Source: an optimization exercise on an open RTL-to-GDS flow (aim: small area). Production flows keep margins and buffers that such runs may drop. Only simulation tests tie the RTL to the original design; equivalence was not proved.

$ cat flow/design.v
module motor1stab(clk, rst,
m1in, m2in, m3in, m4in, ch6ratio, ch3ratio,
m1ratio,m2ratio,m3ratio,m4ratio);
input [10:0] m1in, m2in, m3in, m4in,  ch6ratio, ch3ratio;
input clk,rst;
output [10:0] m1ratio,m2ratio,m3ratio,m4ratio;
localparam P0 = 3'b000,   
           P1 = 3'b001,   
           AA = 3'b010,   
           AB = 3'b011,   
           WF = 3'b100,   
           WS = 3'b101,   
           GB = 3'b110;   
localparam [16:0] LFSR_END = 17'h151ae;
reg [2:0] ph;
reg [16:0] lfsr;
reg sec2;
reg [10:0] a1, a2, a3, a4;    
reg [10:0] b1, b2, b3, b4;    
reg [10:0] r1, r2, r3, r4;    
wire first = (ph == WF);
wire [10:0] x1 = first ? a1 : b1;
wire [10:0] x2 = first ? a2 : b2;
wire neq = (m1in != x1) || (m2in != x2);
always @(posedge clk or negedge rst)
if (!rst) begin
	ph <= P0;
	lfsr <= 17'd0;
	sec2 <= 1'b0;
end else begin
	lfsr <= {lfsr[15:0], ~(lfsr[16] ^ lfsr[13])};
	if (lfsr == LFSR_END) sec2 <= 1'b1;
	case (ph)
	P0: ph <= P1;
	P1: ph <= WF;
	WF: ph <= (neq || sec2) ? GB : WS;
	WS: ph <= neq ? GB : WS;
	GB: ph <= AA;
	AA: ph <= AB;
	AB: ph <= WF;
	default: ph <= P0;
	endcase
end
wire cap_a = ph[2] | ~ph[1];    
wire adj   = ~ph[2] & ph[1];
always @(posedge clk) begin
	if (cap_a) begin
		a1 <= m1in; a2 <= m2in; a3 <= m3in; a4 <= m4in;
	end
	if (first) begin
		b1 <= a1; b2 <= a2; b3 <= a3; b4 <= a4;
	end
end
wire gt1, gt2, gt3, gt4;
wire [10:0] d1, d2, d3, d4;
wire [11:0] cp, cp3;
wire [4:0] w0, w1, w2, w3, w4;
wire t1 = ch6ratio[3] ^ ch6ratio[0];
wire t2 = ch6ratio[3] & ch6ratio[0];
wire t3 = ch6ratio[4] ^ ch6ratio[1] ^ t2;
wire t4 = (ch6ratio[4] & ch6ratio[1]) | (t2 & (ch6ratio[4] ^ ch6ratio[1]));
wire t5 = ch6ratio[5] ^ ch6ratio[2] ^ ch6ratio[0];
wire t6 = (ch6ratio[5] & ch6ratio[2]) | (ch6ratio[0] & (ch6ratio[5] ^ ch6ratio[2]));
wire t7 = t5 ^ t4;
wire t8 = t5 & t4;
wire t9 = ch6ratio[6] ^ ch6ratio[3] ^ ch6ratio[1];
wire t10 = (ch6ratio[6] & ch6ratio[3]) | (ch6ratio[1] & (ch6ratio[6] ^ ch6ratio[3]));
wire t11 = t6 ^ t9 ^ t8;
wire t12 = (t6 & t9) | (t8 & (t6 ^ t9));
wire t13 = ch6ratio[7] ^ ch6ratio[4] ^ ch6ratio[2];
wire t14 = (ch6ratio[7] & ch6ratio[4]) | (ch6ratio[2] & (ch6ratio[7] ^ ch6ratio[4]));
wire t15 = t10 ^ t13 ^ t12;
wire t16 = (t10 & t13) | (t12 & (t10 ^ t13));
wire t17 = ch6ratio[8] ^ ch6ratio[5] ^ ch6ratio[3];
wire t18 = (ch6ratio[8] & ch6ratio[5]) | (ch6ratio[3] & (ch6ratio[8] ^ ch6ratio[5]));
wire t19 = t14 ^ t17 ^ t16;
wire t20 = (t14 & t17) | (t16 & (t14 ^ t17));
wire t21 = ch6ratio[9] ^ ch6ratio[6] ^ ch6ratio[4];
wire t22 = (ch6ratio[9] & ch6ratio[6]) | (ch6ratio[4] & (ch6ratio[9] ^ ch6ratio[6]));
wire t23 = t18 ^ t21 ^ t20;
wire t24 = (t18 & t21) | (t20 & (t18 ^ t21));
wire t25 = ch6ratio[10] ^ ch6ratio[7] ^ ch6ratio[5];
wire t26 = (ch6ratio[10] & ch6ratio[7]) | (ch6ratio[5] & (ch6ratio[10] ^ ch6ratio[7]));
wire t27 = ch6ratio[0] ^ t22 ^ t25;
wire t28 = (ch6ratio[0] & t22) | (t25 & (ch6ratio[0] ^ t22));
wire t29 = t27 ^ t24;
wire t30 = t27 & t24;
wire t31 = ch6ratio[8] ^ ch6ratio[6] ^ ch6ratio[1];
wire t32 = t26 ^ t31 ^ t28;
wire t33 = t32 ^ t30;
wire t34 = ch6ratio[0] ^ ch6ratio[1];
wire t35 = ch6ratio[0] & ch6ratio[1];
wire t36 = ch6ratio[1] ^ ch6ratio[2] ^ t35;
wire t37 = (ch6ratio[1] & ch6ratio[2]) | (t35 & (ch6ratio[1] ^ ch6ratio[2]));
wire t38 = ch6ratio[2] ^ t1 ^ t37;
wire t39 = (ch6ratio[2] & t1) | (t37 & (ch6ratio[2] ^ t1));
wire t40 = t1 ^ t3 ^ t39;
wire t41 = (t1 & t3) | (t39 & (t1 ^ t3));
wire t42 = t3 ^ t7 ^ t41;
wire t43 = (t3 & t7) | (t41 & (t3 ^ t7));
wire t44 = t7 ^ t11 ^ t43;
wire t45 = (t7 & t11) | (t43 & (t7 ^ t11));
wire t46 = t11 ^ t15 ^ t45;
wire t47 = (t11 & t15) | (t45 & (t11 ^ t15));
wire t48 = t15 ^ t19 ^ t47;
wire t49 = (t15 & t19) | (t47 & (t15 ^ t19));
wire t50 = t19 ^ t23 ^ t49;
wire t51 = (t19 & t23) | (t49 & (t19 ^ t23));
wire t52 = t23 ^ t29 ^ t51;
wire t53 = (t23 & t29) | (t51 & (t23 ^ t29));
wire t54 = t29 ^ t33 ^ t53;
wire t55 = ~ch6ratio[5];
wire t56 = ~ch6ratio[10];
wire t57 = ch6ratio[0] ^ ch6ratio[7] ^ t56;
wire t58 = (ch6ratio[0] & ch6ratio[7]) | (t56 & (ch6ratio[0] ^ ch6ratio[7]));
wire t59 = ch6ratio[1] ^ t55 ^ ch6ratio[6];
wire t60 = (ch6ratio[1] & t55) | (ch6ratio[6] & (ch6ratio[1] ^ t55));
wire t61 = ~(ch6ratio[7] ^ ch6ratio[8]);
wire t62 = ch6ratio[7] | ch6ratio[8];
wire t63 = t58 ^ t59 ^ t61;
wire t64 = (t58 & t59) | (t61 & (t58 ^ t59));
wire t65 = ch6ratio[2] ^ ch6ratio[6] ^ ch6ratio[8];
wire t66 = (ch6ratio[2] & ch6ratio[6]) | (ch6ratio[8] & (ch6ratio[2] ^ ch6ratio[6]));
wire t67 = ~(ch6ratio[9] ^ t60);
wire t68 = ch6ratio[9] | t60;
wire t69 = t62 ^ t65 ^ t64;
wire t70 = (t62 & t65) | (t64 & (t62 ^ t65));
wire t71 = t67 ^ t69;
wire t72 = t67 & t69;
wire t73 = ch6ratio[3] ^ ch6ratio[6] ^ ch6ratio[9];
wire t74 = (ch6ratio[3] & ch6ratio[6]) | (ch6ratio[9] & (ch6ratio[3] ^ ch6ratio[6]));
wire t75 = t66 ^ t73 ^ t68;
wire t76 = (t66 & t73) | (t68 & (t66 ^ t73));
wire t77 = t70 ^ t75 ^ t72;
wire t78 = (t70 & t75) | (t72 & (t70 ^ t75));
wire t79 = ch6ratio[4] ^ t55 ^ t74;
wire t80 = (ch6ratio[4] & t55) | (t74 & (ch6ratio[4] ^ t55));
wire t81 = t79 ^ t76 ^ t78;
wire t82 = (t79 & t76) | (t78 & (t79 ^ t76));
wire t83 = t80 ^ t82;
wire t84 = t80 & t82;
wire t85 = t84 | (t83 & t81 & (t77 | t71 | t63));
wire t86 = t85 & ~t63;
wire t87 = t85 & t63;
wire t88 = t71 ^ t86;
wire t89 = t71 & t86;
wire t90 = t77 ^ t86 ^ t89;
wire t91 = (t77 & t86) | (t89 & (t77 ^ t86));
wire t92 = t87 | t91;
wire t93 = t81 ^ t92;
wire t94 = t81 & t92;
wire t95 = t83 ^ t94;
wire t96 = t63 ^ t85;
wire t97 = t95 | (t93 & t90 & (t88 | t96 | t57));
wire t98 = t97 & ~t57;
wire t99 = t97 & t57;
wire t100 = t96 ^ t98;
wire t101 = t96 & t98;
wire t102 = t88 ^ t98 ^ t101;
wire t103 = (t88 & t98) | (t101 & (t88 ^ t98));
wire t104 = t99 | t103;
wire t105 = t90 ^ t104;
wire t106 = t90 & t104;
wire t107 = t93 ^ t106;
wire t108 = t57 ^ t97;
wire t109 = t107 | (t105 & t102 & (t100 | t108 | 1'b0));
wire t110 = t109 & ~1'b0;
wire t111 = t109 & 1'b0;
wire t112 = t108 ^ t110;
wire t113 = t108 & t110;
wire t114 = t100 ^ t110 ^ t113;
wire t115 = (t100 & t110) | (t113 & (t100 ^ t110));
wire t116 = t111 | t115;
wire t117 = t102 ^ t116;
wire t118 = t102 & t116;
wire t119 = t105 ^ t118;
wire t120 = 1'b0 ^ t109;
wire t121 = t119 | (t117 & t114 & (t112 | t120 | 1'b0));
wire t122 = t121 & ~1'b0;
wire t123 = t121 & 1'b0;
wire t124 = t120 ^ t122;
wire t125 = t120 & t122;
wire t126 = t112 ^ t122 ^ t125;
wire t127 = (t112 & t122) | (t125 & (t112 ^ t122));
wire t128 = t123 | t127;
wire t129 = t114 ^ t128;
wire t130 = t114 & t128;
wire t131 = t117 ^ t130;
wire t132 = 1'b0 ^ t121;
wire t133 = t131 | (t129 & t126 & (t124 | t132 | 1'b0));
wire t134 = t133 & ~1'b0;
wire t135 = t133 & 1'b0;
wire t136 = t132 ^ t134;
wire t137 = t132 & t134;
wire t138 = t124 ^ t134 ^ t137;
wire t139 = (t124 & t134) | (t137 & (t124 ^ t134));
wire t140 = t135 | t139;
wire t141 = t126 ^ t140;
wire t142 = t126 & t140;
wire t143 = t129 ^ t142;
wire t144 = 1'b0 ^ t133;
wire t145 = t143 | (t141 & t138 & (t136 | t144 | 1'b0));
wire t146 = t145 & ~1'b0;
wire t147 = t145 & 1'b0;
wire t148 = t144 ^ t146;
wire t149 = t144 & t146;
wire t150 = t136 ^ t146 ^ t149;
wire t151 = (t136 & t146) | (t149 & (t136 ^ t146));
wire t152 = t147 | t151;
wire t153 = t138 ^ t152;
wire t154 = t138 & t152;
wire t155 = t141 ^ t154;
wire t156 = 1'b0 ^ t145;
wire t157 = a1[0] ^ a2[0] ^ a3[0];
wire t158 = (a1[0] & a2[0]) | (a3[0] & (a1[0] ^ a2[0]));
wire t159 = a4[0] ^ t157;
wire t160 = a4[0] & t157;
wire t161 = a1[1] ^ a2[1] ^ a3[1];
wire t162 = (a1[1] & a2[1]) | (a3[1] & (a1[1] ^ a2[1]));
wire t163 = a4[1] ^ t158 ^ t161;
wire t164 = (a4[1] & t158) | (t161 & (a4[1] ^ t158));
wire t165 = t160 ^ t163;
wire t166 = t160 & t163;
wire t167 = a1[2] ^ a2[2] ^ a3[2];
wire t168 = (a1[2] & a2[2]) | (a3[2] & (a1[2] ^ a2[2]));
wire t169 = a4[2] ^ t162 ^ t167;
wire t170 = (a4[2] & t162) | (t167 & (a4[2] ^ t162));
wire t171 = t164 ^ t169 ^ t166;
wire t172 = (t164 & t169) | (t166 & (t164 ^ t169));
wire t173 = a1[3] ^ a2[3] ^ a3[3];
wire t174 = (a1[3] & a2[3]) | (a3[3] & (a1[3] ^ a2[3]));
wire t175 = a4[3] ^ t168 ^ t173;
wire t176 = (a4[3] & t168) | (t173 & (a4[3] ^ t168));
wire t177 = t170 ^ t175 ^ t172;
wire t178 = (t170 & t175) | (t172 & (t170 ^ t175));
wire t179 = a1[4] ^ a2[4] ^ a3[4];
wire t180 = (a1[4] & a2[4]) | (a3[4] & (a1[4] ^ a2[4]));
wire t181 = a4[4] ^ t174 ^ t179;
wire t182 = (a4[4] & t174) | (t179 & (a4[4] ^ t174));
wire t183 = t176 ^ t181 ^ t178;
wire t184 = (t176 & t181) | (t178 & (t176 ^ t181));
wire t185 = a1[5] ^ a2[5] ^ a3[5];
wire t186 = (a1[5] & a2[5]) | (a3[5] & (a1[5] ^ a2[5]));
wire t187 = a4[5] ^ t180 ^ t185;
wire t188 = (a4[5] & t180) | (t185 & (a4[5] ^ t180));
wire t189 = t182 ^ t187 ^ t184;
wire t190 = (t182 & t187) | (t184 & (t182 ^ t187));
wire t191 = a1[6] ^ a2[6] ^ a3[6];
wire t192 = (a1[6] & a2[6]) | (a3[6] & (a1[6] ^ a2[6]));
wire t193 = a4[6] ^ t186 ^ t191;
wire t194 = (a4[6] & t186) | (t191 & (a4[6] ^ t186));
wire t195 = t188 ^ t193 ^ t190;
wire t196 = (t188 & t193) | (t190 & (t188 ^ t193));
wire t197 = a1[7] ^ a2[7] ^ a3[7];
wire t198 = (a1[7] & a2[7]) | (a3[7] & (a1[7] ^ a2[7]));
wire t199 = a4[7] ^ t192 ^ t197;
wire t200 = (a4[7] & t192) | (t197 & (a4[7] ^ t192));
wire t201 = t194 ^ t199 ^ t196;
wire t202 = (t194 & t199) | (t196 & (t194 ^ t199));
wire t203 = a1[8] ^ a2[8] ^ a3[8];
wire t204 = (a1[8] & a2[8]) | (a3[8] & (a1[8] ^ a2[8]));
wire t205 = a4[8] ^ t198 ^ t203;
wire t206 = (a4[8] & t198) | (t203 & (a4[8] ^ t198));
wire t207 = t200 ^ t205 ^ t202;
wire t208 = (t200 & t205) | (t202 & (t200 ^ t205));
wire t209 = a1[9] ^ a2[9] ^ a3[9];
wire t210 = (a1[9] & a2[9]) | (a3[9] & (a1[9] ^ a2[9]));
wire t211 = a4[9] ^ t204 ^ t209;
wire t212 = (a4[9] & t204) | (t209 & (a4[9] ^ t204));
wire t213 = t206 ^ t211 ^ t208;
wire t214 = (t206 & t211) | (t208 & (t206 ^ t211));
wire t215 = a1[10] ^ a2[10] ^ a3[10];
wire t216 = (a1[10] & a2[10]) | (a3[10] & (a1[10] ^ a2[10]));
wire t217 = a4[10] ^ t210 ^ t215;
wire t218 = (a4[10] & t210) | (t215 & (a4[10] ^ t210));
wire t219 = t212 ^ t217 ^ t214;
wire t220 = (t212 & t217) | (t214 & (t212 ^ t217));
wire t221 = t216 ^ t218 ^ t220;
wire t222 = (t216 & t218) | (t220 & (t216 ^ t218));
wire t223 = (a1[0] & ~t171) | (a1[0] & 1'b0) | (~t171 & 1'b0);
wire t224 = (a1[1] & ~t177) | (a1[1] & t223) | (~t177 & t223);
wire t225 = (a1[2] & ~t183) | (a1[2] & t224) | (~t183 & t224);
wire t226 = (a1[3] & ~t189) | (a1[3] & t225) | (~t189 & t225);
wire t227 = (a1[4] & ~t195) | (a1[4] & t226) | (~t195 & t226);
wire t228 = (a1[5] & ~t201) | (a1[5] & t227) | (~t201 & t227);
wire t229 = (a1[6] & ~t207) | (a1[6] & t228) | (~t207 & t228);
wire t230 = (a1[7] & ~t213) | (a1[7] & t229) | (~t213 & t229);
wire t231 = (a1[8] & ~t219) | (a1[8] & t230) | (~t219 & t230);
wire t232 = (a1[9] & ~t221) | (a1[9] & t231) | (~t221 & t231);
wire t233 = (a1[10] & ~t222) | (a1[10] & t232) | (~t222 & t232);
assign gt1 = t233;
wire t234 = (a2[0] & ~t171) | (a2[0] & 1'b0) | (~t171 & 1'b0);
wire t235 = (a2[1] & ~t177) | (a2[1] & t234) | (~t177 & t234);
wire t236 = (a2[2] & ~t183) | (a2[2] & t235) | (~t183 & t235);
wire t237 = (a2[3] & ~t189) | (a2[3] & t236) | (~t189 & t236);
wire t238 = (a2[4] & ~t195) | (a2[4] & t237) | (~t195 & t237);
wire t239 = (a2[5] & ~t201) | (a2[5] & t238) | (~t201 & t238);
wire t240 = (a2[6] & ~t207) | (a2[6] & t239) | (~t207 & t239);
wire t241 = (a2[7] & ~t213) | (a2[7] & t240) | (~t213 & t240);
wire t242 = (a2[8] & ~t219) | (a2[8] & t241) | (~t219 & t241);
wire t243 = (a2[9] & ~t221) | (a2[9] & t242) | (~t221 & t242);
wire t244 = (a2[10] & ~t222) | (a2[10] & t243) | (~t222 & t243);
assign gt2 = t244;
wire t245 = (a3[0] & ~t171) | (a3[0] & 1'b0) | (~t171 & 1'b0);
wire t246 = (a3[1] & ~t177) | (a3[1] & t245) | (~t177 & t245);
wire t247 = (a3[2] & ~t183) | (a3[2] & t246) | (~t183 & t246);
wire t248 = (a3[3] & ~t189) | (a3[3] & t247) | (~t189 & t247);
wire t249 = (a3[4] & ~t195) | (a3[4] & t248) | (~t195 & t248);
wire t250 = (a3[5] & ~t201) | (a3[5] & t249) | (~t201 & t249);
wire t251 = (a3[6] & ~t207) | (a3[6] & t250) | (~t207 & t250);
wire t252 = (a3[7] & ~t213) | (a3[7] & t251) | (~t213 & t251);
wire t253 = (a3[8] & ~t219) | (a3[8] & t252) | (~t219 & t252);
wire t254 = (a3[9] & ~t221) | (a3[9] & t253) | (~t221 & t253);
wire t255 = (a3[10] & ~t222) | (a3[10] & t254) | (~t222 & t254);
assign gt3 = t255;
wire t256 = (a4[0] & ~t171) | (a4[0] & 1'b0) | (~t171 & 1'b0);
wire t257 = (a4[1] & ~t177) | (a4[1] & t256) | (~t177 & t256);
wire t258 = (a4[2] & ~t183) | (a4[2] & t257) | (~t183 & t257);
wire t259 = (a4[3] & ~t189) | (a4[3] & t258) | (~t189 & t258);
wire t260 = (a4[4] & ~t195) | (a4[4] & t259) | (~t195 & t259);
wire t261 = (a4[5] & ~t201) | (a4[5] & t260) | (~t201 & t260);
wire t262 = (a4[6] & ~t207) | (a4[6] & t261) | (~t207 & t261);
wire t263 = (a4[7] & ~t213) | (a4[7] & t262) | (~t213 & t262);
wire t264 = (a4[8] & ~t219) | (a4[8] & t263) | (~t219 & t263);
wire t265 = (a4[9] & ~t221) | (a4[9] & t264) | (~t221 & t264);
wire t266 = (a4[10] & ~t222) | (a4[10] & t265) | (~t222 & t265);
assign gt4 = t266;
wire t267 = ~a1[0];
wire t268 = ~a1[1];
wire t269 = ~a1[2];
wire t270 = ~a1[3];
wire t271 = ~a1[4];
wire t272 = ~a1[5];
wire t273 = ~a1[6];
wire t274 = ~a1[7];
wire t275 = ~a1[8];
wire t276 = ~a1[9];
wire t277 = ~a1[10];
wire t278 = ~(b1[0] ^ t267);
wire t279 = b1[0] | t267;
wire t280 = b1[1] ^ t268 ^ t279;
wire t281 = (b1[1] & t268) | (t279 & (b1[1] ^ t268));
wire t282 = b1[2] ^ t269 ^ t281;
wire t283 = (b1[2] & t269) | (t281 & (b1[2] ^ t269));
wire t284 = b1[3] ^ t270 ^ t283;
wire t285 = (b1[3] & t270) | (t283 & (b1[3] ^ t270));
wire t286 = b1[4] ^ t271 ^ t285;
wire t287 = (b1[4] & t271) | (t285 & (b1[4] ^ t271));
wire t288 = b1[5] ^ t272 ^ t287;
wire t289 = (b1[5] & t272) | (t287 & (b1[5] ^ t272));
wire t290 = b1[6] ^ t273 ^ t289;
wire t291 = (b1[6] & t273) | (t289 & (b1[6] ^ t273));
wire t292 = b1[7] ^ t274 ^ t291;
wire t293 = (b1[7] & t274) | (t291 & (b1[7] ^ t274));
wire t294 = b1[8] ^ t275 ^ t293;
wire t295 = (b1[8] & t275) | (t293 & (b1[8] ^ t275));
wire t296 = b1[9] ^ t276 ^ t295;
wire t297 = (b1[9] & t276) | (t295 & (b1[9] ^ t276));
wire t298 = b1[10] ^ t277 ^ t297;
assign d1 = {t298, t296, t294, t292, t290, t288, t286, t284, t282, t280, t278};
wire t299 = ~a2[0];
wire t300 = ~a2[1];
wire t301 = ~a2[2];
wire t302 = ~a2[3];
wire t303 = ~a2[4];
wire t304 = ~a2[5];
wire t305 = ~a2[6];
wire t306 = ~a2[7];
wire t307 = ~a2[8];
wire t308 = ~a2[9];
wire t309 = ~a2[10];
wire t310 = ~(b2[0] ^ t299);
wire t311 = b2[0] | t299;
wire t312 = b2[1] ^ t300 ^ t311;
wire t313 = (b2[1] & t300) | (t311 & (b2[1] ^ t300));
wire t314 = b2[2] ^ t301 ^ t313;
wire t315 = (b2[2] & t301) | (t313 & (b2[2] ^ t301));
wire t316 = b2[3] ^ t302 ^ t315;
wire t317 = (b2[3] & t302) | (t315 & (b2[3] ^ t302));
wire t318 = b2[4] ^ t303 ^ t317;
wire t319 = (b2[4] & t303) | (t317 & (b2[4] ^ t303));
wire t320 = b2[5] ^ t304 ^ t319;
wire t321 = (b2[5] & t304) | (t319 & (b2[5] ^ t304));
wire t322 = b2[6] ^ t305 ^ t321;
wire t323 = (b2[6] & t305) | (t321 & (b2[6] ^ t305));
wire t324 = b2[7] ^ t306 ^ t323;
wire t325 = (b2[7] & t306) | (t323 & (b2[7] ^ t306));
wire t326 = b2[8] ^ t307 ^ t325;
wire t327 = (b2[8] & t307) | (t325 & (b2[8] ^ t307));
wire t328 = b2[9] ^ t308 ^ t327;
wire t329 = (b2[9] & t308) | (t327 & (b2[9] ^ t308));
wire t330 = b2[10] ^ t309 ^ t329;
assign d2 = {t330, t328, t326, t324, t322, t320, t318, t316, t314, t312, t310};
wire t331 = ~a3[0];
wire t332 = ~a3[1];
wire t333 = ~a3[2];
wire t334 = ~a3[3];
wire t335 = ~a3[4];
wire t336 = ~a3[5];
wire t337 = ~a3[6];
wire t338 = ~a3[7];
wire t339 = ~a3[8];
wire t340 = ~a3[9];
wire t341 = ~a3[10];
wire t342 = ~(b3[0] ^ t331);
wire t343 = b3[0] | t331;
wire t344 = b3[1] ^ t332 ^ t343;
wire t345 = (b3[1] & t332) | (t343 & (b3[1] ^ t332));
wire t346 = b3[2] ^ t333 ^ t345;
wire t347 = (b3[2] & t333) | (t345 & (b3[2] ^ t333));
wire t348 = b3[3] ^ t334 ^ t347;
wire t349 = (b3[3] & t334) | (t347 & (b3[3] ^ t334));
wire t350 = b3[4] ^ t335 ^ t349;
wire t351 = (b3[4] & t335) | (t349 & (b3[4] ^ t335));
wire t352 = b3[5] ^ t336 ^ t351;
wire t353 = (b3[5] & t336) | (t351 & (b3[5] ^ t336));
wire t354 = b3[6] ^ t337 ^ t353;
wire t355 = (b3[6] & t337) | (t353 & (b3[6] ^ t337));
wire t356 = b3[7] ^ t338 ^ t355;
wire t357 = (b3[7] & t338) | (t355 & (b3[7] ^ t338));
wire t358 = b3[8] ^ t339 ^ t357;
wire t359 = (b3[8] & t339) | (t357 & (b3[8] ^ t339));
wire t360 = b3[9] ^ t340 ^ t359;
wire t361 = (b3[9] & t340) | (t359 & (b3[9] ^ t340));
wire t362 = b3[10] ^ t341 ^ t361;
assign d3 = {t362, t360, t358, t356, t354, t352, t350, t348, t346, t344, t342};
wire t363 = ~a4[0];
wire t364 = ~a4[1];
wire t365 = ~a4[2];
wire t366 = ~a4[3];
wire t367 = ~a4[4];
wire t368 = ~a4[5];
wire t369 = ~a4[6];
wire t370 = ~a4[7];
wire t371 = ~a4[8];
wire t372 = ~a4[9];
wire t373 = ~a4[10];
wire t374 = ~(b4[0] ^ t363);
wire t375 = b4[0] | t363;
wire t376 = b4[1] ^ t364 ^ t375;
wire t377 = (b4[1] & t364) | (t375 & (b4[1] ^ t364));
wire t378 = b4[2] ^ t365 ^ t377;
wire t379 = (b4[2] & t365) | (t377 & (b4[2] ^ t365));
wire t380 = b4[3] ^ t366 ^ t379;
wire t381 = (b4[3] & t366) | (t379 & (b4[3] ^ t366));
wire t382 = b4[4] ^ t367 ^ t381;
wire t383 = (b4[4] & t367) | (t381 & (b4[4] ^ t367));
wire t384 = b4[5] ^ t368 ^ t383;
wire t385 = (b4[5] & t368) | (t383 & (b4[5] ^ t368));
wire t386 = b4[6] ^ t369 ^ t385;
wire t387 = (b4[6] & t369) | (t385 & (b4[6] ^ t369));
wire t388 = b4[7] ^ t370 ^ t387;
wire t389 = (b4[7] & t370) | (t387 & (b4[7] ^ t370));
wire t390 = b4[8] ^ t371 ^ t389;
wire t391 = (b4[8] & t371) | (t389 & (b4[8] ^ t371));
wire t392 = b4[9] ^ t372 ^ t391;
wire t393 = (b4[9] & t372) | (t391 & (b4[9] ^ t372));
wire t394 = b4[10] ^ t373 ^ t393;
assign d4 = {t394, t392, t390, t388, t386, t384, t382, t380, t378, t376, t374};
assign cp = {t33, t29, t23, t19, t15, t11, t7, t3, t1, ch6ratio[2], ch6ratio[1], ch6ratio[0]};
assign cp3 = {t54, t52, t50, t48, t46, t44, t42, t40, t38, t36, t34, ch6ratio[0]};
assign w0 = {t107, t105, t102, t100, t108};
assign w1 = {t119, t117, t114, t112, t120};
assign w2 = {t131, t129, t126, t124, t132};
assign w3 = {t143, t141, t138, t136, t144};
assign w4 = {t155, t153, t150, t148, t156};
wire act1 = gt1 & (|d1);
wire act2 = gt2 & (|d2);
wire act3 = gt3 & (|d3);
wire act4 = gt4 & (|d4);
wire s12 = act1 & act2;
wire [10:0] u1d = act1 ? d1 : d2;
wire [10:0] u2d = s12 ? d2 : d3;
wire [10:0] u3d = act4 ? d4 : d3;
wire [10:0] u1m = act1 ? m1in : m2in;
wire [10:0] u2m = s12 ? m2in : m3in;
wire [10:0] u3m = act4 ? m4in : m3in;
wire [10:0] u1o, u2o, u3o;
dunit u1 (.d(u1d), .m(u1m), .cp(cp), .cp3(cp3), .w0(w0), .w1(w1), .w2(w2), .w3(w3), .w4(w4), .c0(ch6ratio[0]), .o(u1o));
dunit u2 (.d(u2d), .m(u2m), .cp(cp), .cp3(cp3), .w0(w0), .w1(w1), .w2(w2), .w3(w3), .w4(w4), .c0(ch6ratio[0]), .o(u2o));
dunit u3 (.d(u3d), .m(u3m), .cp(cp), .cp3(cp3), .w0(w0), .w1(w1), .w2(w2), .w3(w3), .w4(w4), .c0(ch6ratio[0]), .o(u3o));
wire [10:0] o1 = u1o;
wire [10:0] o2 = act1 ? u2o : u1o;
wire [10:0] o3 = s12 ? u3o : u2o;
wire [10:0] o4 = u3o;
wire off = ch3ratio < 11'd50;
wire [10:0] n1 = off ? 11'd0 : act1 ? o1 : m1in;
wire [10:0] n2 = off ? 11'd0 : act2 ? o2 : m2in;
wire [10:0] n3 = off ? 11'd0 : act3 ? o3 : m3in;
wire [10:0] n4 = off ? 11'd0 : act4 ? o4 : m4in;
assign m1ratio = adj ? n1 : r1;
assign m2ratio = adj ? n2 : r2;
assign m3ratio = adj ? n3 : r3;
assign m4ratio = adj ? n4 : r4;
always @(posedge clk or negedge rst)
if (!rst) begin
	r1 <= 11'd0; r2 <= 11'd0; r3 <= 11'd0; r4 <= 11'd0;
end else begin
	r1 <= m1ratio; r2 <= m2ratio; r3 <= m3ratio; r4 <= m4ratio;
end
endmodule
module dunit(d, m, cp, cp3, w0, w1, w2, w3, w4, c0, o);
input [10:0] d;
input [10:0] m;
input [11:0] cp;
input [11:0] cp3;
input [4:0] w0;
input [4:0] w1;
input [4:0] w2;
input [4:0] w3;
input [4:0] w4;
input [0:0] c0;
output [10:0] o;
wire n1 = ~d[5];
wire n2 = ~d[10];
wire n3 = d[0] ^ d[7] ^ n2;
wire n4 = (d[0] & d[7]) | (n2 & (d[0] ^ d[7]));
wire n5 = d[1] ^ n1 ^ d[6];
wire n6 = (d[1] & n1) | (d[6] & (d[1] ^ n1));
wire n7 = ~(d[7] ^ d[8]);
wire n8 = d[7] | d[8];
wire n9 = n4 ^ n5 ^ n7;
wire n10 = (n4 & n5) | (n7 & (n4 ^ n5));
wire n11 = d[2] ^ d[6] ^ d[8];
wire n12 = (d[2] & d[6]) | (d[8] & (d[2] ^ d[6]));
wire n13 = ~(d[9] ^ n6);
wire n14 = d[9] | n6;
wire n15 = n8 ^ n11 ^ n10;
wire n16 = (n8 & n11) | (n10 & (n8 ^ n11));
wire n17 = n13 ^ n15;
wire n18 = n13 & n15;
wire n19 = d[3] ^ d[6] ^ d[9];
wire n20 = (d[3] & d[6]) | (d[9] & (d[3] ^ d[6]));
wire n21 = n12 ^ n19 ^ n14;
wire n22 = (n12 & n19) | (n14 & (n12 ^ n19));
wire n23 = n16 ^ n21 ^ n18;
wire n24 = (n16 & n21) | (n18 & (n16 ^ n21));
wire n25 = d[4] ^ n1 ^ n20;
wire n26 = (d[4] & n1) | (n20 & (d[4] ^ n1));
wire n27 = n25 ^ n22 ^ n24;
wire n28 = (n25 & n22) | (n24 & (n25 ^ n22));
wire n29 = n26 ^ n28;
wire n30 = n26 & n28;
wire n31 = n30 | (n29 & n27 & (n23 | n17 | n9));
wire n32 = n31 & ~n9;
wire n33 = n31 & n9;
wire n34 = n17 ^ n32;
wire n35 = n17 & n32;
wire n36 = n23 ^ n32 ^ n35;
wire n37 = (n23 & n32) | (n35 & (n23 ^ n32));
wire n38 = n33 | n37;
wire n39 = n27 ^ n38;
wire n40 = n27 & n38;
wire n41 = n29 ^ n40;
wire n42 = n9 ^ n31;
wire n43 = n41 | (n39 & n36 & (n34 | n42 | n3));
wire n44 = n43 & ~n3;
wire n45 = n43 & n3;
wire n46 = n42 ^ n44;
wire n47 = n42 & n44;
wire n48 = n34 ^ n44 ^ n47;
wire n49 = (n34 & n44) | (n47 & (n34 ^ n44));
wire n50 = n45 | n49;
wire n51 = n36 ^ n50;
wire n52 = n36 & n50;
wire n53 = n39 ^ n52;
wire n54 = n3 ^ n43;
wire n55 = n54 & w0[0];
wire n56 = n54 & w0[1];
wire n57 = n54 & w0[2];
wire n58 = n54 & w0[3];
wire n59 = n54 & w0[4];
wire n60 = n46 & w1[0];
wire n61 = n46 & w1[1];
wire n62 = n46 & w1[2];
wire n63 = n46 & w1[3];
wire n64 = n46 & w1[4];
wire n65 = n48 & w2[0];
wire n66 = n48 & w2[1];
wire n67 = n48 & w2[2];
wire n68 = n48 & w2[3];
wire n69 = n48 & w2[4];
wire n70 = n51 & w3[0];
wire n71 = n51 & w3[1];
wire n72 = n51 & w3[2];
wire n73 = n51 & w3[3];
wire n74 = n51 & w3[4];
wire n75 = n53 & w4[0];
wire n76 = n53 & w4[1];
wire n77 = n53 & w4[2];
wire n78 = n53 & w4[3];
wire n79 = n53 & w4[4];
wire n80 = n55 ^ n60 ^ n65;
wire n81 = (n55 & n60) | (n65 & (n55 ^ n60));
wire n82 = n70 ^ n75 ^ n80;
wire n83 = (n70 & n75) | (n80 & (n70 ^ n75));
wire n84 = n56 ^ n61 ^ n66;
wire n85 = (n56 & n61) | (n66 & (n56 ^ n61));
wire n86 = n71 ^ n76 ^ n81;
wire n87 = (n71 & n76) | (n81 & (n71 ^ n76));
wire n88 = n84 ^ n83 ^ n86;
wire n89 = (n84 & n83) | (n86 & (n84 ^ n83));
wire n90 = n57 ^ n62 ^ n67;
wire n91 = (n57 & n62) | (n67 & (n57 ^ n62));
wire n92 = n72 ^ n77 ^ n85;
wire n93 = (n72 & n77) | (n85 & (n72 ^ n77));
wire n94 = n90 ^ n87 ^ n92;
wire n95 = (n90 & n87) | (n92 & (n90 ^ n87));
wire n96 = n89 ^ n94;
wire n97 = n89 & n94;
wire n98 = n58 ^ n63 ^ n68;
wire n99 = (n58 & n63) | (n68 & (n58 ^ n63));
wire n100 = n73 ^ n78 ^ n91;
wire n101 = (n73 & n78) | (n91 & (n73 ^ n78));
wire n102 = n98 ^ n93 ^ n100;
wire n103 = (n98 & n93) | (n100 & (n98 ^ n93));
wire n104 = n95 ^ n102 ^ n97;
wire n105 = (n95 & n102) | (n97 & (n95 ^ n102));
wire n106 = n59 ^ n64 ^ n69;
wire n107 = (n59 & n64) | (n69 & (n59 ^ n64));
wire n108 = n74 ^ n79 ^ n99;
wire n109 = (n74 & n79) | (n99 & (n74 ^ n79));
wire n110 = n106 ^ n101 ^ n108;
wire n111 = (n106 & n101) | (n108 & (n106 ^ n101));
wire n112 = n103 ^ n110 ^ n105;
wire n113 = (n103 & n110) | (n105 & (n103 ^ n110));
wire n114 = n107 ^ n109 ^ n111;
wire n115 = (n107 & n109) | (n111 & (n107 ^ n109));
wire n116 = n114 ^ n113;
wire n117 = n114 & n113;
wire n118 = n115 ^ n117;
wire n119 = n118 | (n116 & n112 & (n104 | n96 | n88));
wire n120 = n119 & ~n88;
wire n121 = n119 & n88;
wire n122 = n96 ^ n120;
wire n123 = n96 & n120;
wire n124 = n104 ^ n120 ^ n123;
wire n125 = (n104 & n120) | (n123 & (n104 ^ n120));
wire n126 = n121 | n125;
wire n127 = n112 ^ n126;
wire n128 = n112 & n126;
wire n129 = n116 ^ n128;
wire n130 = n88 ^ n119;
wire n131 = n129 | (n127 & n124 & (n122 | n130 | n82));
wire n132 = n131 & ~n82;
wire n133 = n131 & n82;
wire n134 = n130 ^ n132;
wire n135 = n130 & n132;
wire n136 = n122 ^ n132 ^ n135;
wire n137 = (n122 & n132) | (n135 & (n122 ^ n132));
wire n138 = n133 | n137;
wire n139 = n124 ^ n138;
wire n140 = n124 & n138;
wire n141 = n127 ^ n140;
wire n142 = n82 ^ n131;
wire n143 = (d[0] & c0) ^ n142;
wire n144 = (1'b0 & ~d[0] & ~d[1] & ~d[2]) | (~1'b0 & d[0] & ~d[1] & ~d[2]) | (1'b0 & ~d[0] & d[1] & d[2]) | (~1'b0 & d[0] & d[1] & d[2]);
wire n145 = (1'b0 & d[0] & ~d[1] & ~d[2]) | (~1'b0 & ~d[0] & d[1] & ~d[2]) | (1'b0 & d[0] & ~d[1] & d[2]) | (~1'b0 & ~d[0] & d[1] & d[2]);
wire n146 = (1'b0 & ~d[0] & d[1] & ~d[2]) | (~1'b0 & d[0] & d[1] & ~d[2]) | (1'b0 & ~d[0] & ~d[1] & d[2]) | (~1'b0 & d[0] & ~d[1] & d[2]);
wire n147 = (1'b0 & d[0] & d[1] & ~d[2]) | (~1'b0 & ~d[0] & ~d[1] & d[2]);
wire n148 = (1'b0 & ~d[0] & ~d[1] & ~d[2]) | (~1'b0 & d[0] & ~d[1] & ~d[2]) | (1'b0 & d[0] & ~d[1] & ~d[2]) | (~1'b0 & ~d[0] & d[1] & ~d[2]) | (1'b0 & ~d[0] & d[1] & ~d[2]) | (~1'b0 & d[0] & d[1] & ~d[2]) | (1'b0 & d[0] & d[1] & ~d[2]);
wire n149 = (d[2] & ~d[3] & ~d[4] & ~d[5]) | (~d[2] & d[3] & ~d[4] & ~d[5]) | (d[2] & ~d[3] & d[4] & d[5]) | (~d[2] & d[3] & d[4] & d[5]);
wire n150 = (d[2] & d[3] & ~d[4] & ~d[5]) | (~d[2] & ~d[3] & d[4] & ~d[5]) | (d[2] & d[3] & ~d[4] & d[5]) | (~d[2] & ~d[3] & d[4] & d[5]);
wire n151 = (d[2] & ~d[3] & d[4] & ~d[5]) | (~d[2] & d[3] & d[4] & ~d[5]) | (d[2] & ~d[3] & ~d[4] & d[5]) | (~d[2] & d[3] & ~d[4] & d[5]);
wire n152 = (d[2] & d[3] & d[4] & ~d[5]) | (~d[2] & ~d[3] & ~d[4] & d[5]);
wire n153 = (d[2] & ~d[3] & ~d[4] & ~d[5]) | (~d[2] & d[3] & ~d[4] & ~d[5]) | (d[2] & d[3] & ~d[4] & ~d[5]) | (~d[2] & ~d[3] & d[4] & ~d[5]) | (d[2] & ~d[3] & d[4] & ~d[5]) | (~d[2] & d[3] & d[4] & ~d[5]) | (d[2] & d[3] & d[4] & ~d[5]);
wire n154 = (d[5] & ~d[6] & ~d[7] & ~d[8]) | (~d[5] & d[6] & ~d[7] & ~d[8]) | (d[5] & ~d[6] & d[7] & d[8]) | (~d[5] & d[6] & d[7] & d[8]);
wire n155 = (d[5] & d[6] & ~d[7] & ~d[8]) | (~d[5] & ~d[6] & d[7] & ~d[8]) | (d[5] & d[6] & ~d[7] & d[8]) | (~d[5] & ~d[6] & d[7] & d[8]);
wire n156 = (d[5] & ~d[6] & d[7] & ~d[8]) | (~d[5] & d[6] & d[7] & ~d[8]) | (d[5] & ~d[6] & ~d[7] & d[8]) | (~d[5] & d[6] & ~d[7] & d[8]);
wire n157 = (d[5] & d[6] & d[7] & ~d[8]) | (~d[5] & ~d[6] & ~d[7] & d[8]);
wire n158 = (d[5] & ~d[6] & ~d[7] & ~d[8]) | (~d[5] & d[6] & ~d[7] & ~d[8]) | (d[5] & d[6] & ~d[7] & ~d[8]) | (~d[5] & ~d[6] & d[7] & ~d[8]) | (d[5] & ~d[6] & d[7] & ~d[8]) | (~d[5] & d[6] & d[7] & ~d[8]) | (d[5] & d[6] & d[7] & ~d[8]);
wire n159 = (d[8] & ~d[9] & ~d[10] & ~1'b0) | (~d[8] & d[9] & ~d[10] & ~1'b0) | (d[8] & ~d[9] & d[10] & 1'b0) | (~d[8] & d[9] & d[10] & 1'b0);
wire n160 = (d[8] & d[9] & ~d[10] & ~1'b0) | (~d[8] & ~d[9] & d[10] & ~1'b0) | (d[8] & d[9] & ~d[10] & 1'b0) | (~d[8] & ~d[9] & d[10] & 1'b0);
wire n161 = (d[8] & ~d[9] & d[10] & ~1'b0) | (~d[8] & d[9] & d[10] & ~1'b0) | (d[8] & ~d[9] & ~d[10] & 1'b0) | (~d[8] & d[9] & ~d[10] & 1'b0);
wire n162 = (d[8] & d[9] & d[10] & ~1'b0) | (~d[8] & ~d[9] & ~d[10] & 1'b0);
wire n163 = (d[8] & ~d[9] & ~d[10] & ~1'b0) | (~d[8] & d[9] & ~d[10] & ~1'b0) | (d[8] & d[9] & ~d[10] & ~1'b0) | (~d[8] & ~d[9] & d[10] & ~1'b0) | (d[8] & ~d[9] & d[10] & ~1'b0) | (~d[8] & d[9] & d[10] & ~1'b0) | (d[8] & d[9] & d[10] & ~1'b0);
wire n164 = ((n144 & cp[0]) | (n146 & cp3[0])) ^ n148;
wire n165 = ((n144 & cp[1]) | (n145 & cp[0]) | (n146 & cp3[1])) ^ n148;
wire n166 = ((n144 & cp[2]) | (n145 & cp[1]) | (n146 & cp3[2]) | (n147 & cp[0])) ^ n148;
wire n167 = ((n144 & cp[3]) | (n145 & cp[2]) | (n146 & cp3[3]) | (n147 & cp[1])) ^ n148;
wire n168 = ((n144 & cp[4]) | (n145 & cp[3]) | (n146 & cp3[4]) | (n147 & cp[2])) ^ n148;
wire n169 = ((n144 & cp[5]) | (n145 & cp[4]) | (n146 & cp3[5]) | (n147 & cp[3])) ^ n148;
wire n170 = ((n144 & cp[6]) | (n145 & cp[5]) | (n146 & cp3[6]) | (n147 & cp[4])) ^ n148;
wire n171 = ((n144 & cp[7]) | (n145 & cp[6]) | (n146 & cp3[7]) | (n147 & cp[5])) ^ n148;
wire n172 = ((n144 & cp[8]) | (n145 & cp[7]) | (n146 & cp3[8]) | (n147 & cp[6])) ^ n148;
wire n173 = ((n144 & cp[9]) | (n145 & cp[8]) | (n146 & cp3[9]) | (n147 & cp[7])) ^ n148;
wire n174 = ((n144 & cp[10]) | (n145 & cp[9]) | (n146 & cp3[10]) | (n147 & cp[8])) ^ n148;
wire n175 = ((n144 & cp[11]) | (n145 & cp[10]) | (n146 & cp3[11]) | (n147 & cp[9])) ^ n148;
wire n176 = ((n149 & cp[0]) | (n151 & cp3[0])) ^ n153;
wire n177 = ((n149 & cp[1]) | (n150 & cp[0]) | (n151 & cp3[1])) ^ n153;
wire n178 = ((n149 & cp[2]) | (n150 & cp[1]) | (n151 & cp3[2]) | (n152 & cp[0])) ^ n153;
wire n179 = ((n149 & cp[3]) | (n150 & cp[2]) | (n151 & cp3[3]) | (n152 & cp[1])) ^ n153;
wire n180 = ((n149 & cp[4]) | (n150 & cp[3]) | (n151 & cp3[4]) | (n152 & cp[2])) ^ n153;
wire n181 = ((n149 & cp[5]) | (n150 & cp[4]) | (n151 & cp3[5]) | (n152 & cp[3])) ^ n153;
wire n182 = ((n149 & cp[6]) | (n150 & cp[5]) | (n151 & cp3[6]) | (n152 & cp[4])) ^ n153;
wire n183 = ((n149 & cp[7]) | (n150 & cp[6]) | (n151 & cp3[7]) | (n152 & cp[5])) ^ n153;
wire n184 = ((n149 & cp[8]) | (n150 & cp[7]) | (n151 & cp3[8]) | (n152 & cp[6])) ^ n153;
wire n185 = ((n154 & cp[0]) | (n156 & cp3[0])) ^ n158;
wire n186 = ((n154 & cp[1]) | (n155 & cp[0]) | (n156 & cp3[1])) ^ n158;
wire n187 = ((n154 & cp[2]) | (n155 & cp[1]) | (n156 & cp3[2]) | (n157 & cp[0])) ^ n158;
wire n188 = ((n154 & cp[3]) | (n155 & cp[2]) | (n156 & cp3[3]) | (n157 & cp[1])) ^ n158;
wire n189 = ((n154 & cp[4]) | (n155 & cp[3]) | (n156 & cp3[4]) | (n157 & cp[2])) ^ n158;
wire n190 = ((n154 & cp[5]) | (n155 & cp[4]) | (n156 & cp3[5]) | (n157 & cp[3])) ^ n158;
wire n191 = ((n159 & cp[0]) | (n161 & cp3[0])) ^ n163;
wire n192 = ((n159 & cp[1]) | (n160 & cp[0]) | (n161 & cp3[1])) ^ n163;
wire n193 = ((n159 & cp[2]) | (n160 & cp[1]) | (n161 & cp3[2]) | (n162 & cp[0])) ^ n163;
wire n194 = n142 ^ n143 ^ n164;
wire n195 = (n142 & n143) | (n164 & (n142 ^ n143));
wire n196 = n148 ^ n194;
wire n197 = n148 & n194;
wire n198 = m[0] ^ n134 ^ n165;
wire n199 = (m[0] & n134) | (n165 & (m[0] ^ n134));
wire n200 = n195 ^ n198 ^ n197;
wire n201 = (n195 & n198) | (n197 & (n195 ^ n198));
wire n202 = m[1] ^ n136 ^ n166;
wire n203 = (m[1] & n136) | (n166 & (m[1] ^ n136));
wire n204 = n199 ^ n202 ^ n201;
wire n205 = (n199 & n202) | (n201 & (n199 ^ n202));
wire n206 = m[2] ^ n139 ^ n142;
wire n207 = (m[2] & n139) | (n142 & (m[2] ^ n139));
wire n208 = n167 ^ n176 ^ n153;
wire n209 = (n167 & n176) | (n153 & (n167 ^ n176));
wire n210 = n203 ^ n206 ^ n208;
wire n211 = (n203 & n206) | (n208 & (n203 ^ n206));
wire n212 = n210 ^ n205;
wire n213 = n210 & n205;
wire n214 = m[3] ^ n141 ^ n134;
wire n215 = (m[3] & n141) | (n134 & (m[3] ^ n141));
wire n216 = n168 ^ n177 ^ n207;
wire n217 = (n168 & n177) | (n207 & (n168 ^ n177));
wire n218 = n209 ^ n214 ^ n211;
wire n219 = (n209 & n214) | (n211 & (n209 ^ n214));
wire n220 = n216 ^ n218 ^ n213;
wire n221 = (n216 & n218) | (n213 & (n216 ^ n218));
wire n222 = m[4] ^ n136 ^ n142;
wire n223 = (m[4] & n136) | (n142 & (m[4] ^ n136));
wire n224 = n169 ^ n178 ^ n215;
wire n225 = (n169 & n178) | (n215 & (n169 ^ n178));
wire n226 = n222 ^ n217 ^ n224;
wire n227 = (n222 & n217) | (n224 & (n222 ^ n217));
wire n228 = n219 ^ n226 ^ n221;
wire n229 = (n219 & n226) | (n221 & (n219 ^ n226));
wire n230 = m[5] ^ n139 ^ n134;
wire n231 = (m[5] & n139) | (n134 & (m[5] ^ n139));
wire n232 = n170 ^ n179 ^ n185;
wire n233 = (n170 & n179) | (n185 & (n170 ^ n179));
wire n234 = n158 ^ n223 ^ n230;
wire n235 = (n158 & n223) | (n230 & (n158 ^ n223));
wire n236 = n232 ^ n225 ^ n234;
wire n237 = (n232 & n225) | (n234 & (n232 ^ n225));
wire n238 = n227 ^ n236 ^ n229;
wire n239 = (n227 & n236) | (n229 & (n227 ^ n236));
wire n240 = m[6] ^ n141 ^ n136;
wire n241 = (m[6] & n141) | (n136 & (m[6] ^ n141));
wire n242 = n171 ^ n180 ^ n186;
wire n243 = (n171 & n180) | (n186 & (n171 ^ n180));
wire n244 = n231 ^ n233 ^ n240;
wire n245 = (n231 & n233) | (n240 & (n231 ^ n233));
wire n246 = n242 ^ n235 ^ n244;
wire n247 = (n242 & n235) | (n244 & (n242 ^ n235));
wire n248 = n237 ^ n246 ^ n239;
wire n249 = (n237 & n246) | (n239 & (n237 ^ n246));
wire n250 = m[7] ^ n139 ^ n172;
wire n251 = (m[7] & n139) | (n172 & (m[7] ^ n139));
wire n252 = n181 ^ n187 ^ n241;
wire n253 = (n181 & n187) | (n241 & (n181 ^ n187));
wire n254 = n243 ^ n250 ^ n245;
wire n255 = (n243 & n250) | (n245 & (n243 ^ n250));
wire n256 = n252 ^ n247 ^ n254;
wire n257 = (n252 & n247) | (n254 & (n252 ^ n247));
wire n258 = n256 ^ n249;
wire n259 = n256 & n249;
wire n260 = m[8] ^ n141 ^ n173;
wire n261 = (m[8] & n141) | (n173 & (m[8] ^ n141));
wire n262 = n182 ^ n188 ^ n191;
wire n263 = (n182 & n188) | (n191 & (n182 ^ n188));
wire n264 = n163 ^ n251 ^ n260;
wire n265 = (n163 & n251) | (n260 & (n163 ^ n251));
wire n266 = n262 ^ n253 ^ n264;
wire n267 = (n262 & n253) | (n264 & (n262 ^ n253));
wire n268 = n255 ^ n266 ^ n257;
wire n269 = (n255 & n266) | (n257 & (n255 ^ n266));
wire n270 = n268 ^ n259;
wire n271 = n268 & n259;
wire n272 = m[9] ^ n142 ^ n174;
wire n273 = (m[9] & n142) | (n174 & (m[9] ^ n142));
wire n274 = n183 ^ n189 ^ n192;
wire n275 = (n183 & n189) | (n192 & (n183 ^ n189));
wire n276 = n261 ^ n263 ^ n272;
wire n277 = (n261 & n263) | (n272 & (n261 ^ n263));
wire n278 = n274 ^ n265 ^ n276;
wire n279 = (n274 & n265) | (n276 & (n274 ^ n265));
wire n280 = n267 ^ n278 ^ n269;
wire n281 = (n267 & n278) | (n269 & (n267 ^ n278));
wire n282 = n280 ^ n271;
wire n283 = n280 & n271;
wire n284 = m[10] ^ n134 ^ n143;
wire n285 = n175 ^ n184 ^ n190;
wire n286 = n193 ^ n273 ^ n275;
wire n287 = n284 ^ n285 ^ n277;
wire n288 = n286 ^ n279 ^ n287;
wire n289 = n288 ^ n281 ^ n283;
assign o = {n289, n282, n270, n258, n248, n238, n228, n220, n212, n204, n200};
endmodule
$ cat flow/flow/run.sh
#!/bin/bash
# Own layout flow: the standard layout (standard.sh) with three changes:
#  - synthesis runs synth_recipe.tcl with its synth wrapper replaced by
#    flow/synth_proc.tcl: the full/half adders are extracted before synth's
#    abc -fast instead of after it (same passes otherwise, same registers);
#  - the logic is mapped with an area-oriented ABC script (flow/abc_area.script,
#    used as ORFS's abc_area.script with ABC_AREA=1);
#  - the port buffers are sky130_fd_sc_hd__buf_1 cells.
# Each step's output goes to its own log file in this folder.
set -euo pipefail
here=$(pwd)
rm -rf "$here/scripts_local"
cp -r "$FLOW_HOME/scripts" "$here/scripts_local"
cp "$here/flow/abc_area.script" "$here/scripts_local/abc_area.script"
first='proc synth {args} { yosys synth -nofsm -noshare {*}$args }'
if [[ "$(head -1 synth_recipe.tcl)" != "$first" ]]; then
  echo "synth_recipe.tcl does not start with the expected synth wrapper" >&2
  exit 1
fi
{ cat "$here/flow/synth_proc.tcl"; tail -n +2 synth_recipe.tcl; } > "$here/own_synth.tcl"
bash standard.sh SCRIPTS_DIR="$here/scripts_local" ABC_AREA=1 SYNTH_SCRIPT="$here/own_synth.tcl" synth > "$here/flow_synth.log" 2>&1
export BUFFER_PORTS_ARGS="-buffer_cell sky130_fd_sc_hd__buf_1"
bash standard.sh finish > "$here/flow_finish.log" 2>&1
$ cat flow/flow/abc_area.script
strash
dch -f
map -a
topo
$ cat flow/flow/synth_proc.tcl
# Replaces the first line of synth_recipe.tcl (its synth wrapper). Same synth -nofsm
# -noshare, except that the fine stage extracts the full and half adders (as ORFS's
# synth.tcl does later) before synth's own abc -fast, so that the adder structure of
# the RTL reaches the adder cells. Registers are not touched by this step.
proc synth {args} {
  set i [lsearch -exact $args "fine:"]
  if { $i > 0 && [lindex $args [expr {$i - 1}]] == "-run" } {
    # the fine stage of synth, with the full adders extracted before abc -fast
    set rest [lreplace $args [expr {$i - 1}] $i]
    set top [lindex $rest [expr {[lsearch -exact $rest "-top"] + 1}]]
    set extra {}
    set j [lsearch -exact $rest "-extra-map"]
    if { $j >= 0 } { set extra [list -map [lindex $rest [expr {$j + 1}]]] }
    yosys opt -fast -full
    yosys memory_map
    yosys opt -full
    yosys techmap -map +/techmap.v {*}$extra
    yosys opt -fast
    yosys extract_fa
    yosys techmap -map $::env(ADDER_MAP_FILE)
    yosys techmap
    yosys opt -fast
    yosys abc -fast
    yosys opt -fast
    yosys synth -nofsm -noshare -run check: {*}$rest
  } else {
    yosys synth -nofsm -noshare {*}$args
  }
}
$ cat flow/standard.sh
#!/bin/bash
# synth_recipe.tcl (not shown) runs the flow's synth.tcl, then flattens the netlist and writes it again
# the make line also repeats each setting of config.mk as NAME=value (left out here)
make -C /OpenROAD-flow-scripts/flow DESIGN_CONFIG=/design/flow/config.mk WORK_HOME=/design/flow/orfs CLKGATE_MAP_FILE= SYNTH_SCRIPT=/design/flow/synth_recipe.tcl "${@:-finish}"
$ cat flow/config.mk
export PLATFORM = sky130hd
export DESIGN_NAME = motor1stab
export DESIGN_NICKNAME = motor1stab
export VERILOG_FILES = /design/flow/design.v
export SDC_FILE = /design/flow/constraint.sdc
export NUM_CORES = 4
export LEC_CHECK = 0
export CAP_MARGIN = 10
export CORE_MARGIN = 2
export CORE_UTILIZATION = 70
export CTS_BUF_LIST = sky130_fd_sc_hd__clkbuf_8
export CTS_CLUSTER_SIZE = 30
export GPL_TIMING_DRIVEN = 0
export SLEW_MARGIN = 10
$ cat flow/constraint.sdc
create_clock -name core_clock -period 40.0 [get_ports {clk}]
set_input_delay 8.0000 -clock core_clock [delete_from_list [all_inputs] [get_ports {clk}]]
set_output_delay 8.0000 -clock core_clock [all_outputs]
set_load 0.01 [all_outputs]
==> results.yml, run 1 <==
global_route:
  antenna_found_initial: 0
  grtUsageTotal_pct: 40.1
  grt_pass1_wl_um: 88200
  grt_overflow: 0
  grt_pass1_vias: 16700
  grt_max_degree: 90
floorplanning:
  pin_count: 112
  fp-row-count: 61
  initial_core_util_pct: 70.7
  core-area_sq_um: 27600
  dieHeight_um: 171
  die_x_um: 171
  dieArea_sq_um: 29300
min_path:
  holdPathStages: 0
  hold_path.class: "reg -> reg"
yosys:
  ys_top_cells_by_area: "fa_1, edfxtp_1, dfrtp_1, ha_1, clkinv_1"
  synth_warnings: 1
  synth_mux_area_share_pct: 0.0577
  post_synth_fa_ha_maj_area_fraction_pct: 40.5
  synth_xor_area_share_pct: 7.49
  yosysTopAreaCell: "fa_1"
  async_reset_ff_share_pct: 42.5
  synth_compound_area_share_pct: 13.8
  syn_inst: 2062
  syn_nets: 2559
  post_synth.cell_area_avg_sq_um: 9.47
  dominantRegCellSynth: "edfxtp_1"
  ys_types: 39
  synth_top_family_by_area: "adder cells"
  yosysMostFrequentCell: "fa_1"
  synth_edf_count: 66
  ys_top_cells_by_count: "fa_1, clkinv_1, nand2_1"
  synth-simple-area-share_pct: 11.7
  synth-seq-cells: 153
  synth_area_sq_um: 19500
  ys_seq_area_share_pct: 20.7
  synth_top_area_share_pct: 32.5
drt:
  post-route-drc-count: 0
  wire_per_inst_um: 21.7
  drt-pass1-iter-count: 6
  antenna_left: 0
  drtIter0Drc: 1691
  vias_per_cell: 6.21
  vias: 16100
  wirelength_um: 56300
placement:
  placed_cells: 2557
  port_buffers: 110
  placed_cell_area_sq_um: 20600
  gp_congestion: 0.978
  place_hpwl_um: 45900
timing:
  tns_ns: 0
  setup_violations: 0
  max_slew_margin_pct: 13.9
  fmax_ghz: 0.0256
  slew_viol_final: 0
  fin_crit_ns: 39.04
  tightest_slew_ns: 1.29
  finClkSkew_ns: 0.0145
  hold_violations: 0
  post-route-period-util_pct: 97.6
status:
  status: "complete, no violations"
setup_path:
  slowest_delay_ns: 0.55
  slowest_stage: "fa_1"
  crit_type: "in -> out"
  critPathMaxFanout: 25
  crit_required_ns: 32.00
  rr_worst_depth: 80
  start_kind: "input pin"
  endpoint_kind: "output port"
  arrival_ns: 31.04
run:
  cap_violations: 0
layout:
  diodes: 0
  instances_no_fill: 2595
  fin_nets: 2701
  top_register: "lfsr"
  finalInstanceArea_sq_um: 21200
  drive_gt1_share_pct: 5.01
  area_delta_synth_final_pct: 8.64
  largest_reg_flops: 17
cts:
  htree_levels: 4
  cts-root-buf: "clkbuf_8"
  tritoncts: "done"
  clkLatencyLatePin_ns: 0.48
  cts_num_sinks: 153
  clockBufferDepth: 2
  path_clk_slew_ns: 0.08
  cts_buffers: 17
==> critical path, delay by kind of cell <==
kind	cells	cell delay (ns)
adders and majority gates	50	16.94
and+or+nand+nor	11	1.95
xor gates and xnor gates	7	1.66
AOI/OAI and AO/OA	9	1.25
buffers and inverters	8	1.17
==> final timing paths <==
check	start	to	slack, ns
min in group asynchronous	rst	r3[9]	7.49
worst max-delay path	ch6ratio[1]	m2ratio[10]	0.96
worst min register to register	lfsr[4]	lfsr[5]	0.38
max in group asynchronous	rst	lfsr[7]	31.79
worst max register to register	a1[1]	r3[10]	12.65
worst min-delay path	lfsr[4]	lfsr[5]	0.38
==> cells in the final DEF (no fill, tap or decap), drive strengths merged, types with 2 or more instances in the layout <==
master    synthesis  final
fa              317    317
clkinv          294    295
nand2           267    267
nor2            216    216
o21ai           179    179
buf               0    122
ha              112    112
xor2            101    101
a22oi            93     93
a21oi            69     69
edfxtp           66     66
xnor2            66     66
dfrtp            65     65
o22ai            26     26
dfxtp            22     22
o211ai           21     21
or2              20     20
clkbuf            0     18
maj3             17     17
o221ai           15     15
nor3             14     14
nand3            13     13
nand4            12     12
and2             11     11
inv               0      9
a221oi            8      8
o311ai            5      5
nor4              4      4
o21bai            4      4
a211oi            4      4
o31ai             4      4
a21boi            3      3
clkinvlp          0      3
or3               2      2
and3              2      2
a2111oi           2      2
a32o              2      2
bufinv            0      2
==> final cells by class <==
cell class | instances | area (sq um)
clock inverter | 15 | 164
tap | 378 | 473
clock buffer | 17 | 234
inverter | 294 | 1120
multi-input combinational | 1615 | 14600
sequential | 153 | 4050
fill | 1995 | 6410
timing repair buffer | 123 | 619
==> routing by layer <==
metal / up-vias / GRT usage, % / part of all wire [%]
met4: 0 / 20.2 / 5.3
li1: 7145 / - / -
met1: 7858 / 51.4 / 37
met2: 908 / 65.8 / 48
met5: - / 0 / 0
met3: 215 / 7.40 / 8.9
==> what timing repair did <==
action,in CTS,in global routing
cloned,0,0
gates resized for setup,10,21
setup endpoints to repair,17,6
hold buffers,0,0
buffers inserted,0,6
pin swaps,0,8
==> stage by stage <==
stage	utilization (%)	worst slack, ns	hold slack [ns]
floorplan	-	2.27	0.354
global placement	73.9	-2.14	0.356
detailed placement	74.6	-1.49	0.361
CTS	76.2	0.0630	0.381
global route	76.8	-0.0865	0.394
finish	76.8	0.962	0.379
==> cell families after synthesis <==
family | after synthesis
AND/OR/NAND/NOR | 562
AO/OA/AOI/OAI | 439
multiplexers | 1
flip-flops | 153
adder cells (fa/ha/maj) | 446
XOR/XNOR | 167
buffers and inverters | 294
==> run 2, diff against run 1 <==
==> flow/config.mk (replaced) <==
export PLATFORM = sky130hd
export DESIGN_NAME = motor1stab
export DESIGN_NICKNAME = motor1stab
export VERILOG_FILES = /design/flow/design.v
export SDC_FILE = /design/flow/constraint.sdc
export NUM_CORES = 4
export LEC_CHECK = 0
export CAP_MARGIN = 20
export CORE_MARGIN = 2
export CORE_UTILIZATION = 70
export CTS_BUF_LIST = sky130_fd_sc_hd__clkbuf_8
export CTS_CLUSTER_SIZE = 30
export SLEW_MARGIN = 20
==> run 2 against run 1 <==
  * Cell count increased by 0.69%
  * Synthesized cell count unchanged
  * Clock-buffer cell count unchanged
  * Largest cell class unchanged
  * Global-route usage increased by 0.35 points
==> results.yml, run 2 <==
status:
  status: "complete, no violations"
setup_path:
  slowest_delay_ns: 0.55
  arrival_ns: 31.02
  crit_type: "in -> out"
  reg2reg_slack_ns: 12.08
  cp-endpoint: "m3ratio[10]"
  worstSetupStartpoint: "ch6ratio[6]"
  start_kind: "input pin"
  endpoint_kind: "output port"
  critPathMaxFanout: 6
  slowest_stage: "fa_1"
  crit_required_ns: 32.00
  worstReg2RegStart: "a1[1]"
  rr_worst_depth: 84
  r2r-end: "r3[10]"
yosys:
  synth-seq-cells: 153
  synth_edf_count: 66
  ys_top_cells_by_area: "fa_1, edfxtp_1, dfrtp_1, ha_1, clkinv_1"
  async_reset_ff_share_pct: 42.5
  ys_types: 39
  synth_top_area_share_pct: 32.5
  ys_seq_area_share_pct: 20.7
  syn_inst: 2062
  yosysMostFrequentCell: "fa_1"
  syn_nets: 2559
  synth_area_sq_um: 19500
  post_synth.cell_area_avg_sq_um: 9.47
  dominantRegCellSynth: "edfxtp_1"
  ys_top_cells_by_count: "fa_1, clkinv_1, nand2_1"
  yosysTopAreaCell: "fa_1"
  synth_warnings: 1
layout:
  area_delta_synth_final_pct: 7.96
  largest_reg_flops: 17
  final_util_pct: 76.3
  final_common_cell: "fa_1"
  diodes: 0
  fin_nets: 2719
  drive_gt1_share_pct: 5.19
  fillCellCount: 2078
  final_cell_mix: "fa_1, clkinv_1, nand2_1"
  top_register: "lfsr"
  instances_no_fill: 2613
floorplanning:
  pin_count: 112
  dieArea_sq_um: 29300
  initial_core_util_pct: 70.7
  die_x_um: 171
  dieHeight_um: 171
  fp-row-count: 61
  core-area_sq_um: 27600
cts:
  clockBufferDepth: 2
  htree_levels: 4
  tritoncts: "done"
  cts_hold_buf: 0
  cts-root-buf: "clkbuf_8"
  clkLatencyLatePin_ns: 0.46
  path_clk_slew_ns: 0.08
  cts_num_sinks: 153
  cts_buffers: 17
global_route:
  grt_pass1_vias: 16400
  grt_overflow: 0
  grtUsageTotal_pct: 40.5
  grt_max_degree: 66
  grt_pass1_wl_um: 88200
  antenna_found_initial: 1
drt:
  post-route-drc-count: 0
  drt-pass1-iter-count: 7
  wirelength_um: 56600
  vias_per_cell: 6.17
  wire_per_inst_um: 21.6
  vias: 16100
  antenna_left: 0
  drtIter0Drc: 1847
placement:
  place_hpwl_um: 46000
  port_buffers: 110
  gp_congestion: 0.987
  placed_cells: 2577
timing:
  fin_crit_ns: 39.02
  post-route-period-util_pct: 97.6
  whs_ns: 0.383
  tightest_slew_ns: 1.12
  fmax_ghz: 0.0256
  finClkSkew_ns: 0.0201
  setup_violations: 0
  max_slew_margin_pct: 24.8
  slew_viol_final: 0
  hold_violations: 0
run:
  cap_violations: 0
min_path:
  hold_path.class: "reg -> reg"
==> run 2: worst min path at each step <==
stage,start,endpoint,slack (ns),depth (start not counted)
floorplan,lfsr[12],lfsr[13],0.35,0
global placement,lfsr[12],lfsr[13],0.36,0
detailed placement,lfsr[15],lfsr[16],0.36,0
CTS,lfsr[6],lfsr[7],0.38,0
global route,lfsr[12],lfsr[13],0.39,0
finish,lfsr[6],lfsr[7],0.38,0
==> run 2: cells by family (layout without fill, tap and decap cells) <==
| kind of cell | after synthesis | after routing | share of synthesized area (%) |
|---|---|---|---|
| muxes | 1 | 1 | 0.0577 |
| DFF | 153 | 153 | 20.7 |
| xor gates and xnor gates | 167 | 167 | 7.49 |
| adders and majority gates | 446 | 446 | 40.5 |
| AOI/OAI and AO/OA | 439 | 439 | 13.8 |
| buffers and inverters | 294 | 467 | 5.65 |
| and+or+nand+nor | 562 | 562 | 11.7 |
==> run 2: area by class of cell <==
type                            count  area (sq um)  area share [%]
Sequential cell                   153          4050            19.2
Multi-Input combinational cell   1615         14500            68.6
Tap cell                          378           473            2.24
Clock buffer                       17           234            1.11
Inverter                          294          1100            5.24
Timing Repair Buffer              141           647            3.07
Clock inverter                     15           116           0.552
==> run 2: critical path: cells and delay by family <==
family,cells,cell delay (ns)
buf+inv,12,1.69
xor+xnor,7,1.56
simple gates,12,2.21
compound gates,8,1.08
fa+ha+maj,49,16.49
==> run 2: timing repair <==
action	4_1_cts	5_1_grt
endpoints found under the setup margin	0	4
buffers inserted	0	3
gates resized for setup	0	12
==> run 2: metal layers <==
| metal | routed length [um] | track usage (%) | vias up | share of wire [%] |
|---|---|---|---|---|
| met5 | 13 | 0 | - | 0.023 |
| met4 | 3460 | 22.0 | 2 | 6.1 |
| met3 | 5770 | 8.26 | 209 | 10 |
| met2 | 26900 | 65.5 | 896 | 48 |
| met1 | 20400 | 51.5 | 7841 | 36 |
| li1 | - | - | 7177 | - |
==> run 2: through the flow <==
step                      setup TNS (ns)  instance area [sq um]  worst slack (ns)
final                                  0                  21100             0.977
after CTS                              0                  21000             0.123
after global placement                 0                  20700             0.690
after global routing             -0.0186                  21100           -0.0186
after detailed placement               0                  20700             0.169
after floorplan                        0                  19500              2.27

afterwards: timing with drivers on the ports:
The results above use ideal ports. As a check the final layouts listed here were re-extracted and re-timed, cells and wires unchanged. Step 1, drivers: a clkbuf_16 drives clk and a buf_2 each remaining input, both assumed. Step 2 times the ports against the registers' clock, not the clock port: input delays grow and output delays shrink by t, the midpoint of the rising clock arrivals with the driver on. Slacks: ideal ports / drivers / drivers and shift; pairs: ideal ports / drivers.
run | t, ns | slack for setup (ns) | pins driven straight from the clock port
run 1 | 0.508 | 0.962 / 0.913 / 0.913 | 1
run 2 | 0.498 | 0.977 / 0.949 / 0.949 | 1
After both steps every run listed still meets setup and hold. The setup slack of run 1, which loses most, moves by -0.049 ns with the drivers and by -0.049 ns with both steps.
